Source: an optimization exercise on an open RTL-to-GDS flow (aim: small area and a short achievable clock period). Production flows keep margins and buffers that such runs may drop.
RTL that was checked went through simulation tests only; none was proved equivalent to the original.
For runs 1 and 2, only the layout was checked, not whether the RTL still works.
Power and IR drop assume default switching activity.

File: flow/config.mk
export PLATFORM = sky130hd
export DESIGN_NAME = brouter
export DESIGN_NICKNAME = brouter
export VERILOG_FILES = /design/flow/design.v
export SDC_FILE = /design/flow/constraint.sdc
export NUM_CORES = 4
export LEC_CHECK = 0
export CAP_MARGIN = 20
export CORE_AREA = 5 5 515 515
export DIE_AREA = 0 0 520 520
export SETUP_SLACK_MARGIN = 3.0
export SLEW_MARGIN = 20
export SYNTH_HIERARCHICAL = 1
File: flow/constraint.sdc
create_clock -name core_clock -period 6.0 [get_ports {clk}]
set_input_delay 1.2000 -clock core_clock [delete_from_list [all_inputs] [get_ports {clk}]]
set_output_delay 1.2000 -clock core_clock [all_outputs]
set_load 0.01 [all_outputs]
File: flow/design.v
module brouter
#(parameter     addr = 4'b0101)
(
    input       [143:0]     port0_ci,
    input       [143:0]     port1_ci,
    input       [143:0]     port2_ci,
    input       [143:0]     port3_ci,
    input       [143:0]     port4_ci,
    output                  port4_ack,
    input                   clk,
    input                   rst,
    output      [143:0]     port0_co,
    output      [143:0]     port1_co,
    output      [143:0]     port2_co,
    output      [143:0]     port3_co,
    output      [143:0]     port4_co,
    output                  port4_ready);
    localparam [1:0] ax = addr[3:2];
    localparam [1:0] ay = addr[1:0];
    reg [7:0]  gold_sel;
    reg [15:0] prand;
    always @(posedge clk) begin
        if (rst) gold_sel <= 8'd0;
        else gold_sel <= gold_sel + 8'd1;
        if (rst) prand <= 16'h0001;
        else prand <= {prand[14:0], prand[7] ^ prand[3]};
    end
    wire [7:0] gold_nxt = rst ? 8'd0 : gold_sel + 8'd1;
    wire [143:0] ci [0:3];
    assign ci[0] = port0_ci;
    assign ci[1] = port1_ci;
    assign ci[2] = port2_ci;
    assign ci[3] = port3_ci;
    wire [3:0] vin, ejin;
    genvar k;
    generate for (k = 0; k < 4; k = k + 1) begin : g_in
        assign vin[k] = ci[k][11] & ~rst;
        assign ejin[k] = vin[k] & (ci[k][3:0] == addr);
    end endgenerate
    wire [3:0] eoh = {ejin[3] & ~|ejin[2:0], ejin[2] & ~|ejin[1:0], ejin[1] & ~ejin[0], ejin[0]};
    wire [3:0] pvin = vin & ~eoh;    
    reg [143:0] d1 [0:3];    
    reg [3:0]   e1;          
    reg         ejv1;        
    reg         rdy1;        
    generate for (k = 0; k < 4; k = k + 1) begin : g_r1
        always @(posedge clk)
            d1[k] <= {ci[k][143:12], pvin[k], ci[k][10:0]};
    end endgenerate
    always @(posedge clk) begin
        e1   <= eoh;
        ejv1 <= |ejin;
        rdy1 <= ~&pvin;
    end
    wire [143:0] ej_data;
    pick5 pe(.s({1'b0, e1}), .a(d1[0]), .b(d1[1]), .c(d1[2]), .d(d1[3]), .e(144'd0), .y(ej_data));
    assign port4_co = {ej_data[143:12], ejv1, ej_data[10:0]};
    assign port4_ready = rdy1;
    wire vi = port4_ci[11] & ~rst;
    assign port4_ack = vi & rdy1;
    wire [3:0] pv1 = {d1[3][11], d1[2][11], d1[1][11], d1[0][11]};
    wire [3:0] inj = {vi & &pv1[2:0] & ~pv1[3], vi & &pv1[1:0] & ~pv1[2], vi & pv1[0] & ~pv1[1], vi & ~pv1[0]};
    function [7:0] fields(input [143:0] f, input v, input [7:0] gs);
        reg [3:0] rm;
        begin
            rm = v ? {f[3:2] < ax, f[3:2] > ax, f[1:0] > ay, f[1:0] < ay} : 4'b0000;
            fields = {v, {f[15:12], f[7:4]} == gs, f[10:8], rm[1] | rm[0], rm[2], rm[0]};
        end
    endfunction
    wire [7:0] fi = fields(port4_ci, vi, gold_nxt);
    reg [143:0] d2 [0:3];
    reg [143:0] di2;
    reg [3:0]   is2;
    reg [7:0]   c2 [0:3];
    generate for (k = 0; k < 4; k = k + 1) begin : g_r2
        always @(posedge clk) begin
            d2[k] <= d1[k];
            c2[k] <= inj[k] ? fi : fields(d1[k], pv1[k], gold_nxt);
        end
    end endgenerate
    always @(posedge clk) begin
        di2 <= port4_ci;
        is2 <= inj;
    end
    wire pr = prand[3];
    function win1(input [7:0] a, input [7:0] b, input p);
        reg va, vb, ga, gb;
        begin
            va = a[7]; vb = b[7]; ga = a[6]; gb = b[6];
            win1 = (va & vb & ga & gb & (b[5:3] > a[5:3])) |
                   (va & vb & ~ga & gb) |
                   (va & vb & ~ga & ~gb & p) |
                   (~va & vb);
        end
    endfunction
    wire swA = win1(c2[0], c2[2], pr) ? ~c2[2][2] : c2[0][2];
    wire swB = win1(c2[1], c2[3], pr) ? ~c2[3][2] : c2[1][2];
    wire [7:0] i0 = swA ? c2[2] : c2[0];
    wire [7:0] i2 = swA ? c2[0] : c2[2];
    wire [7:0] i1 = swB ? c2[3] : c2[1];
    wire [7:0] i3 = swB ? c2[1] : c2[3];
    wire swC = win1(i0, i1, pr) ? ~i1[1] : i0[1];
    wire swD = win1(i2, i3, pr) ? ~i3[0] : i2[0];
    wire [3:0] s0 = swC ? (swB ? 4'b1000 : 4'b0010) : (swA ? 4'b0100 : 4'b0001);
    wire [3:0] s1 = swC ? (swA ? 4'b0100 : 4'b0001) : (swB ? 4'b1000 : 4'b0010);
    wire [3:0] s2 = swD ? (swB ? 4'b0010 : 4'b1000) : (swA ? 4'b0001 : 4'b0100);
    wire [3:0] s3 = swD ? (swA ? 4'b0001 : 4'b0100) : (swB ? 4'b0010 : 4'b1000);
    wire [3:0] v2 = {c2[3][7], c2[2][7], c2[1][7], c2[0][7]};
    wire [4:0] q0 = {|(s0 & is2), s0 & ~is2};
    wire [4:0] q1 = {|(s1 & is2), s1 & ~is2};
    wire [4:0] q2 = {|(s2 & is2), s2 & ~is2};
    wire [4:0] q3 = {|(s3 & is2), s3 & ~is2};
    wire [143:0] o0, o1, o2, o3;
    pick5 p0(.s(q0), .a(d2[0]), .b(d2[1]), .c(d2[2]), .d(d2[3]), .e(di2), .y(o0));
    pick5 p1(.s(q1), .a(d2[0]), .b(d2[1]), .c(d2[2]), .d(d2[3]), .e(di2), .y(o1));
    pick5 p2(.s(q2), .a(d2[0]), .b(d2[1]), .c(d2[2]), .d(d2[3]), .e(di2), .y(o2));
    pick5 p3(.s(q3), .a(d2[0]), .b(d2[1]), .c(d2[2]), .d(d2[3]), .e(di2), .y(o3));
    reg [143:0] d3 [0:3];
    always @(posedge clk) begin
        d3[0] <= {o0[143:12], |(s0 & v2), o0[10:0]};
        d3[1] <= {o1[143:12], |(s1 & v2), o1[10:0]};
        d3[2] <= {o2[143:12], |(s2 & v2), o2[10:0]};
        d3[3] <= {o3[143:12], |(s3 & v2), o3[10:0]};
    end
    assign port0_co = d3[0];
    assign port1_co = d3[1];
    assign port2_co = d3[2];
    assign port3_co = d3[3];
endmodule
module pick5
(
    input  [4:0]   s,
    input  [143:0] a,
    input  [143:0] b,
    input  [143:0] c,
    input  [143:0] d,
    input  [143:0] e,
    output [143:0] y
);
    assign y = ({144{s[0]}} & a) | ({144{s[1]}} & b) | ({144{s[2]}} & c) |
               ({144{s[3]}} & d) | ({144{s[4]}} & e);
endmodule
File: flow/run.sh
#!/bin/bash
# synth_recipe.tcl (not shown) runs the flow's synth.tcl, then flattens the netlist and writes it again
# the make line also repeats each setting of config.mk as NAME=value (left out here)
make -C /OpenROAD-flow-scripts/flow DESIGN_CONFIG=/design/flow/config.mk WORK_HOME=/design/flow/orfs CLKGATE_MAP_FILE= SYNTH_SCRIPT=/design/flow/synth_recipe.tcl finish
==> results.txt, run 1 <==
- Chip width: 520 um
- Minimum clock period: 4830 ps
- Area grow syn2layout: 65.4%
- VDD IR max: 322 uV
- Avg Inst Size Synth: 12.1 um2
- Die ar.: 270000 um2
- Drc violations: 0
- Unrepaired setup endpoints after global routing: true
- Final Cycle Share: 80.6%
- CTS Buf Count: 203
- Slew Limit Fails: 0
- Leakage: 40.2 nW
- Worst min path class: reg -> reg
- Commonest cells after routing, fill and taps aside: dfxtp_1 (1865), clkdlybuf4s50_1 (830), nand2_1 (729)
- DR iter-0 viols: 13600
- Rel. slew slack: 45.1%
- Worst-Margin Slew: 823 ps
- Synthesized cell area: 58300 um2
- Critical path capture point type: register
- Root Driver: clkbuf_16
- Wirelength, routed: 445 mm
- Grt total ovfl: 0
- GRT Util Overall: 29.9%
- Power per Cell Area: 393 nW/um2
- Final GP Congestion: 0.939
- Initial Util: 22.5%
- # clock sinks: 1925
- HPWL after DPL: 256 mm
- First-pass GRT wire length: 549 mm
- CP required: 6690 ps
- Core area: 259000 um2
- Vias in the first global route: 56500
- Skew final: 101 ps
- Status: timing/DRC/antenna clean
- Port buffer count: 1443
- Setup TNS: 0 ps
- Placed cell area: 77700 um2
- Clock-pin slew on the worst setup and hold paths: 60 ps
- Post-Syn Instances: 4806
- Clock buffer depth: 3
- Drt first pass iters: 15
- Worst path cell trace: inv_2 -> ha_4 -> and3_4 -> a211o_1 -> and3_4 -> nor2_4 -> mux2i_1 -> ha_1 -> nor2b_1 -> o21a_1 -> o211a_1 -> a221oi_4 -> buf_4 -> a2111oi_4 -> buf_4 -> nor2_4 -> buf_4 -> nor3_4 -> buf_12 -> buf_4 -> a22oi_1 -> nand2_1
- Fmax: 207 MHz
- Layout cells sized above 1: 20.1%
- Largest fanout on the critical path: 55
- Height of the die: 520 um
- Antenna violations before repair: 136
- Setup ws final: 1170 ps
- Most common cell after layout, fill and taps aside: dfxtp_1
- H-tree Lvls: 4
- Worst-Skew Late Latency: 900 ps
- WP data arrival: 5530 ps
- Yosys warns: 15
- MaxCap Viol Count: 0
- Pre-CTS WS: 740 ps
- CTS tree: built
- Fin nets: 7619
- Finish-stage setup viols: 0
- Final core occ: 37.2%
- Average routed wire per standard cell: 42.2 um
- Via Count: 59400
- CP most frequent cell: buf_4
- Startpoint Class: register
- Final ANT Viol Nets: 0
- Final Hold Fails: 0
- Vias per cell: 5.63
- Largest net degree at the start of global routing: 144
- Worst Setup Path Type: reg -> reg
- Cell area after layout: 96500 um2
- Slowest cell delay on critical path: 380 ps
- Slowest cell on crit path: buf_4
- Num rows: 187
- I/O pin cnt: 1444
-- metrics by stage --
stage | total power [mW] | hold WS, ps | cells
global route | 38.7 | 325 | 10500
detailed placement | 22.3 | 337 | 9553
finish | 37.9 | 306 | 10500
global placement | 22.3 | 335 | 9552
CTS | 37.2 | 308 | 10300
floorplan | 17.5 | 330 | 4949
-- final timing paths --
| kind | from | end | slack, ps | depth (start not counted) |
|---|---|---|---|---|
| setup reg to reg | c2[0][5] | d3[3][139] | 1170 | 22 |
| hold / removal | d1[3][25] | d2[3][25] | 310 | 0 |
| hold reg to reg | d1[3][25] | d2[3][25] | 310 | 0 |
| setup / recovery | c2[0][5] | d3[3][139] | 1170 | 22 |
-- per-layer routing --
metal / GRT usage, % / vias up / share of wire [%]
met1: 34.2 / 28500 / 34
met3: 10.9 / 1728 / 13
met2: 46.1 / 5990 / 43
li1: - / 23100 / -
met5: 0 / - / 0.042
met4: 21.7 / 30 / 9.3
-- state kept, by name, summed over array words and instances, names as in the netlist --
signal / cells
ejv1: 1
e1: 4
d1: 576
di2: 143
c2: 32
d3: 576
d2: 572
gold_sel: 8
rdy1: 1
prand: 8
is2: 4
-- power breakdown --
part           leakage, nW  internal (mW)  total, mW  switching, mW
Clock                 3.57           7.83       13.7           5.87
Sequential            16.2           14.2       15.3           1.13
Combinational         20.4           3.90       8.85           4.95
Total                 40.2           25.9       37.9           11.9
-- what timing repair did --
item | in CTS | in global routing
endpoints found under the setup margin | 1183 | 743
hold buffers | 0 | 0
resized for setup | 1819 | 248
setup buffers | 230 | 82
gates cloned | 173 | 43
pin swaps | 646 | 498
-- critical path, delay by kind of cell, from the launching register on --
family	cells	cell delay, ps
DFF	1	330
AOI/OAI and AO/OA	6	1300
buffers and inverters	6	1110
and+or+nand+nor	7	930
muxes	1	220
adders and majority gates	2	470
-- area by class of cell --
type	count	area (um2)
repair buffers	2142	27300
clock buffers	266	5750
fillers	24800	163000
multi-input cells	2591	18700
clock inverters	112	1560
diodes	84	210
inverters	21	82.6
well taps	3402	4260
flip-flops and latches	1925	38600
==> run 2: changes to the inputs <==
--- a/flow/config.mk
+++ b/flow/config.mk
@@ -8,4 +8,4 @@
 export CAP_MARGIN = 20
-export CORE_AREA = 5 5 515 515
-export DIE_AREA = 0 0 520 520
+export CORE_AREA = 5 5 335 335
+export DIE_AREA = 0 0 340 340
 export SETUP_SLACK_MARGIN = 3.0
==> run 2 against run 1 <==
Synthesized area did not move. The run now fails in I/O pin placement (3_2_place_iop). Synthesized cell count did not move.
==> results.txt, run 2 <==
- Height of the die: 340 um (-35%)
- Stop err: [ERROR PPL-0024] Number of IO pins (1444) exceeds maximum number of available positions (1228). Increase the die perimeter from 1360.00um to 1963.84um.
- Chip width: 340 um (-35%)
- Post-Syn Instances: 4806 (unchanged)
- Fail Step: I/O pin placement (3_2_place_iop)
- Synthesized cell area: 58300 um2 (unchanged)
- Initial Util: 53.7% (+31 points)
- Status: stopped before the end
- Yosys warns: 15 (unchanged)
- Avg Inst Size Synth: 12.1 um2 (unchanged)
- Num rows: 121 (-35%)
==> run 3: changes to the inputs <==
--- a/flow/design.v
+++ b/flow/design.v
@@ -54,4 +54,4 @@
     end
-    wire [143:0] ej_data;
-    pick5 pe(.s({1'b0, e1}), .a(d1[0]), .b(d1[1]), .c(d1[2]), .d(d1[3]), .e(144'd0), .y(ej_data));
+    wire [143:0] ej_data = ({144{e1[0]}} & d1[0]) | ({144{e1[1]}} & d1[1]) |
+                           ({144{e1[2]}} & d1[2]) | ({144{e1[3]}} & d1[3]);
     assign port4_co = {ej_data[143:12], ejv1, ej_data[10:0]};
@@ -108,17 +108,18 @@
     wire [3:0] v2 = {c2[3][7], c2[2][7], c2[1][7], c2[0][7]};
-    wire [4:0] q0 = {|(s0 & is2), s0 & ~is2};
-    wire [4:0] q1 = {|(s1 & is2), s1 & ~is2};
-    wire [4:0] q2 = {|(s2 & is2), s2 & ~is2};
-    wire [4:0] q3 = {|(s3 & is2), s3 & ~is2};
-    wire [143:0] o0, o1, o2, o3;
-    pick5 p0(.s(q0), .a(d2[0]), .b(d2[1]), .c(d2[2]), .d(d2[3]), .e(di2), .y(o0));
-    pick5 p1(.s(q1), .a(d2[0]), .b(d2[1]), .c(d2[2]), .d(d2[3]), .e(di2), .y(o1));
-    pick5 p2(.s(q2), .a(d2[0]), .b(d2[1]), .c(d2[2]), .d(d2[3]), .e(di2), .y(o2));
-    pick5 p3(.s(q3), .a(d2[0]), .b(d2[1]), .c(d2[2]), .d(d2[3]), .e(di2), .y(o3));
+    function [143:0] pick(input [3:0] s);
+        reg [3:0] sd;
+        begin
+            sd = s & ~is2;
+            pick = ({144{sd[0]}} & d2[0]) | ({144{sd[1]}} & d2[1]) |
+                   ({144{sd[2]}} & d2[2]) | ({144{sd[3]}} & d2[3]) |
+                   ({144{|(s & is2)}} & di2);
+            pick[11] = |(s & v2);
+        end
+    endfunction
     reg [143:0] d3 [0:3];
     always @(posedge clk) begin
-        d3[0] <= {o0[143:12], |(s0 & v2), o0[10:0]};
-        d3[1] <= {o1[143:12], |(s1 & v2), o1[10:0]};
-        d3[2] <= {o2[143:12], |(s2 & v2), o2[10:0]};
-        d3[3] <= {o3[143:12], |(s3 & v2), o3[10:0]};
+        d3[0] <= pick(s0);
+        d3[1] <= pick(s1);
+        d3[2] <= pick(s2);
+        d3[3] <= pick(s3);
     end
@@ -129,14 +130 @@
 endmodule
-module pick5
-(
-    input  [4:0]   s,
-    input  [143:0] a,
-    input  [143:0] b,
-    input  [143:0] c,
-    input  [143:0] d,
-    input  [143:0] e,
-    output [143:0] y
-);
-    assign y = ({144{s[0]}} & a) | ({144{s[1]}} & b) | ({144{s[2]}} & c) |
-               ({144{s[3]}} & d) | ({144{s[4]}} & e);
-endmodule
--- a/flow/config.mk
+++ b/flow/config.mk
@@ -8,6 +8,4 @@
 export CAP_MARGIN = 20
-export CORE_AREA = 5 5 335 335
-export DIE_AREA = 0 0 340 340
-export SETUP_SLACK_MARGIN = 3.0
+export CORE_AREA = 5 5 515 515
+export DIE_AREA = 0 0 520 520
 export SLEW_MARGIN = 20
-export SYNTH_HIERARCHICAL = 1
==> run 3 against run 2 <==
The run now finishes clean. Synthesized area grew 12%. Synthesized cell count grew 35%.
==> results.txt, run 3 <==
- Post-CTS resize count: 0
- Hold path endpoint: d2[0][90]
- Grt total ovfl: 0
- Core area: 259000 um2
- Top delay family on crit path: compound AO/OA/AOI/OAI gates
- Slowest cell delay on critical path: 510 ps
- # clock sinks: 1925
- Via Count: 61400
- Post-Synth Adder-Cell Area: 0.248%
- Rel. slew slack: 25.5%
- Crit Reg-Reg Startpoint: c2[1][5]
- Setup TNS: 0 ps
- Synth Area in Compound Gates: 22.2%
- Commonest cells in the netlist: dfxtp_1 (1925), o21ai_0 (604), a21oi_1 (587)
- Hold path start: d1[0][90]
- Final Hold Fails: 0
- Avg Inst Size Synth: 10.1 um2 (-17%)
- EDFF count, synth: 0
- Chip width: 520 um (+53%)
- HPWL after DPL: 270 mm
- Simple-gate share of the synthesized area: 9.24%
- Pre-CTS WS: 588 ps
- Die ar.: 270000 um2
- First-pass GRT wire length: 504 mm
- Layout cells sized above 1: 6.89%
- Critical Path Stages: 18
- Sequential share of power: 41.7%
- Commonest cells after routing, fill and taps aside: dfxtp_1 (1919), clkdlybuf4s50_1 (1443), o21ai_0 (601)
- Worst-Skew Late Latency: 870 ps
- Synth area leader: dfxtp_1
- Worst Setup Path Type: reg -> reg
- Fin nets: 8374
- CP required: 6720 ps
- Antenna violations before repair: 110
- Library cells used by synthesis: 56
- Critical path buffer and inverter count: 3
- Vias per cell: 5.44
- I/O pin cnt: 1444
- Root Driver: clkbuf_16
- Post-Synth XOR/XNOR Area: 0.602%
- Combinational power share: 21.8%
- R2R Setup Slk: 570 ps
- Largest net degree at the start of global routing: 113
- Worst-Margin Slew: 1120 ps
- Cts hold-fix bufs: 0
- Leakage: 35.2 nW
- Synth top area cells: dfxtp_1 (59%), o22ai_1 (5.5%), o21ai_0 (4.6%)
- Most frequent cell after synthesis: dfxtp_1
- Height of the die: 520 um (+53%)
- CTS tree: built
- DR iter-0 viols: 8038
- Clock-pin slew on the worst setup and hold paths: 70 ps
- GRT Util Overall: 26.3%
- Final ANT Viol Nets: 0
- Vias in the first global route: 59800
- Skew final: 99.7 ps
- R2r endpoint: d3[1][116]
- Yosys warns: 5 (-10)
- Pint: 25.5 mW
- Worst path cell trace: inv_1 -> ha_1 -> a21oi_1 -> o21ai_0 -> a32oi_1 -> nand2_1 -> o21ai_0 -> ha_1 -> nor2b_1 -> o21ai_0 -> a32oi_1 -> and4_1 -> nor3_1 -> o21a_4 -> buf_12 -> buf_4 -> o21ai_0 -> o22ai_1
- H-tree Lvls: 4
- Top Registers: d1 x576, d3 x576, d2 x572
- Drc violations: 0
- Critical path capture point type: register
- Largest fanout on the critical path: 92
- Clock share of power: 36.5%
- Initial Util: 25.2% (-28 points)
- Sw Pwr: 11.4 mW
- Setup ws final: 575 ps
- Finish-stage setup viols: 0
- VDD IR max: 390 uV
- WP data arrival: 6150 ps
- Unrepaired setup endpoints after global routing: false
- Yosys top cell area share: 58.9%
- Minimum clock period: 5430 ps
- Post-synthesis mux area share: 4.69%
- Port buffer count: 1443
- Slowest cell on crit path: a32oi_1
- Sequential cell area: 38600 um2
- Slew Limit Fails: 0
- Average routed wire per standard cell: 33.2 um
- Register area share after synthesis: 58.9%
- FFs w/ async S/R, synth: 0%
- Synthesized cell area: 65500 um2 (+12%)
- Fillers: 25500
- Hold Crit Depth: 0
- Drt first pass iters: 8
- Power per Cell Area: 404 nW/um2
- Main combinational cell family by area after synthesis: compound AO/OA/AOI/OAI gates
- Area of the multi-input gates: 24400 um2
- Final Cycle Share: 90.4%
- CTS Buf Count: 204
- Fmax: 184 MHz
- Clock buffer depth: 3
- Status: timing/DRC/antenna clean
- Switching share of power: 31.0%
- Main synth FF type: dfxtp_1
- FF+latch count, synth: 1925
- Num rows: 187 (+55%)
- Final GP Congestion: 0.948
- Most common cell after layout, fill and taps aside: dfxtp_1
- Total Power: 36.9 mW
- MaxCap Viol Count: 0
- Worst min path class: reg -> reg
- Cell count of the worst reg-to-reg path: 18
- Post-Syn Instances: 6476 (+35%)
- Setup repair bufs after CTS: 0
- Area grow syn2layout: 39.5%
- CP most frequent cell: o21ai_0
- Wirelength, routed: 374 mm
- Startpoint Class: register
==> run 3: kinds of logic (layout without fill, tap and decap cells) <==
logic type,after synthesis,count (layout)
AOI/OAI and AO/OA,2376,2376
DFF,1925,1925
and+or+nand+nor,1156,1156
buffers and inverters,656,1991
muxes,305,305
xor gates and xnor gates,45,45
adders and majority gates,13,13
other,0,75
==> run 3: worst max-delay path by stage <==
stage | from | endpoint | slack [ps]
after floorplan | c2[0][5] | d3[0][100] | 1590
after global placement | c2[1][5] | d3[1][8] | 560
after detailed placement | c2[1][5] | d3[1][8] | 590
after CTS | c2[1][5] | d3[1][8] | 500
after global routing | c2[1][5] | d3[1][126] | 80
final | c2[1][5] | d3[1][116] | 570
==> run 3: cell type report <==
cell class                 instances  share of cell area, %
antenna                           75                  0.206
clock inverter                    92                   1.49
tap                             3402                   4.66
clock buffer                     286                   6.46
multi-input combinational       3895                   26.7
inverter                          18                 0.0740
timing repair buffer            1595                   18.2
sequential                      1925                   42.2
==> run 3: routing by layer <==
metal,up-vias,wire length [um],GRT usage [%]
li1,26100,-,-
met1,30000,131000,28.6
met2,4227,173000,43.3
met3,1005,34400,6.98
met4,56,35900,20.8
met5,-,324,0
==> run 3: per-stage QoR <==
stage          util [%]  hold slack (ps)  instances  cell area [um2]
2_1_floorplan         -              331       6476            65500
6_report           35.2              315      11300            91300
3_3_place_gp       32.3              334      10800            83800
4_1_cts            35.1              313      11200            91100
5_1_grt            35.2              331      11300            91200
3_5_place_dp       32.3              337      10800            83800
==> run 3: power by group through the flow <==
| stage | Clock (mW) | Combinational (mW) | Sequential (mW) |
|---|---|---|---|
| after floorplan | 0 | 2.83 | 15.4 |
| after global placement | 0 | 7.90 | 15.7 |
| after detailed placement | 0 | 7.97 | 15.6 |
| after CTS | 13.7 | 8.02 | 15.4 |
| after global routing | 14.2 | 8.39 | 15.4 |
| final | 13.5 | 8.03 | 15.4 |

separate check: timing with driven ports:
The flow's constraints put no driver on any port. The routed layouts listed below were extracted and timed again, unchanged, in two steps. Step 1 sets driving cells, clkbuf_16 on the clock port and buf_2 on the other inputs (assumed; they add their load-dependent delay and slew). Step 2 adds t to the input delays and takes it off the output delays; t is the mean of the earliest and latest rising clock arrival at the registers after step 1. Input paths then give back, and output paths get back, about the clock's delay inside the block. a / b / c = ideal / step 1 / step 2; a / b = the first two.
| run | shift t [ns] | setup slack, ns | worst data-port slew with drivers (ns) | cell pins on the clock port's net |
|---|---|---|---|---|
| run 1 | 0.952 | 1.166 / 1.166 / 1.166 | 0.28 | 1 |
| run 3 | 0.913 | 0.575 / 0.575 / 0.575 | 0.39 | 1 |
After both steps every run listed still meets setup and hold.
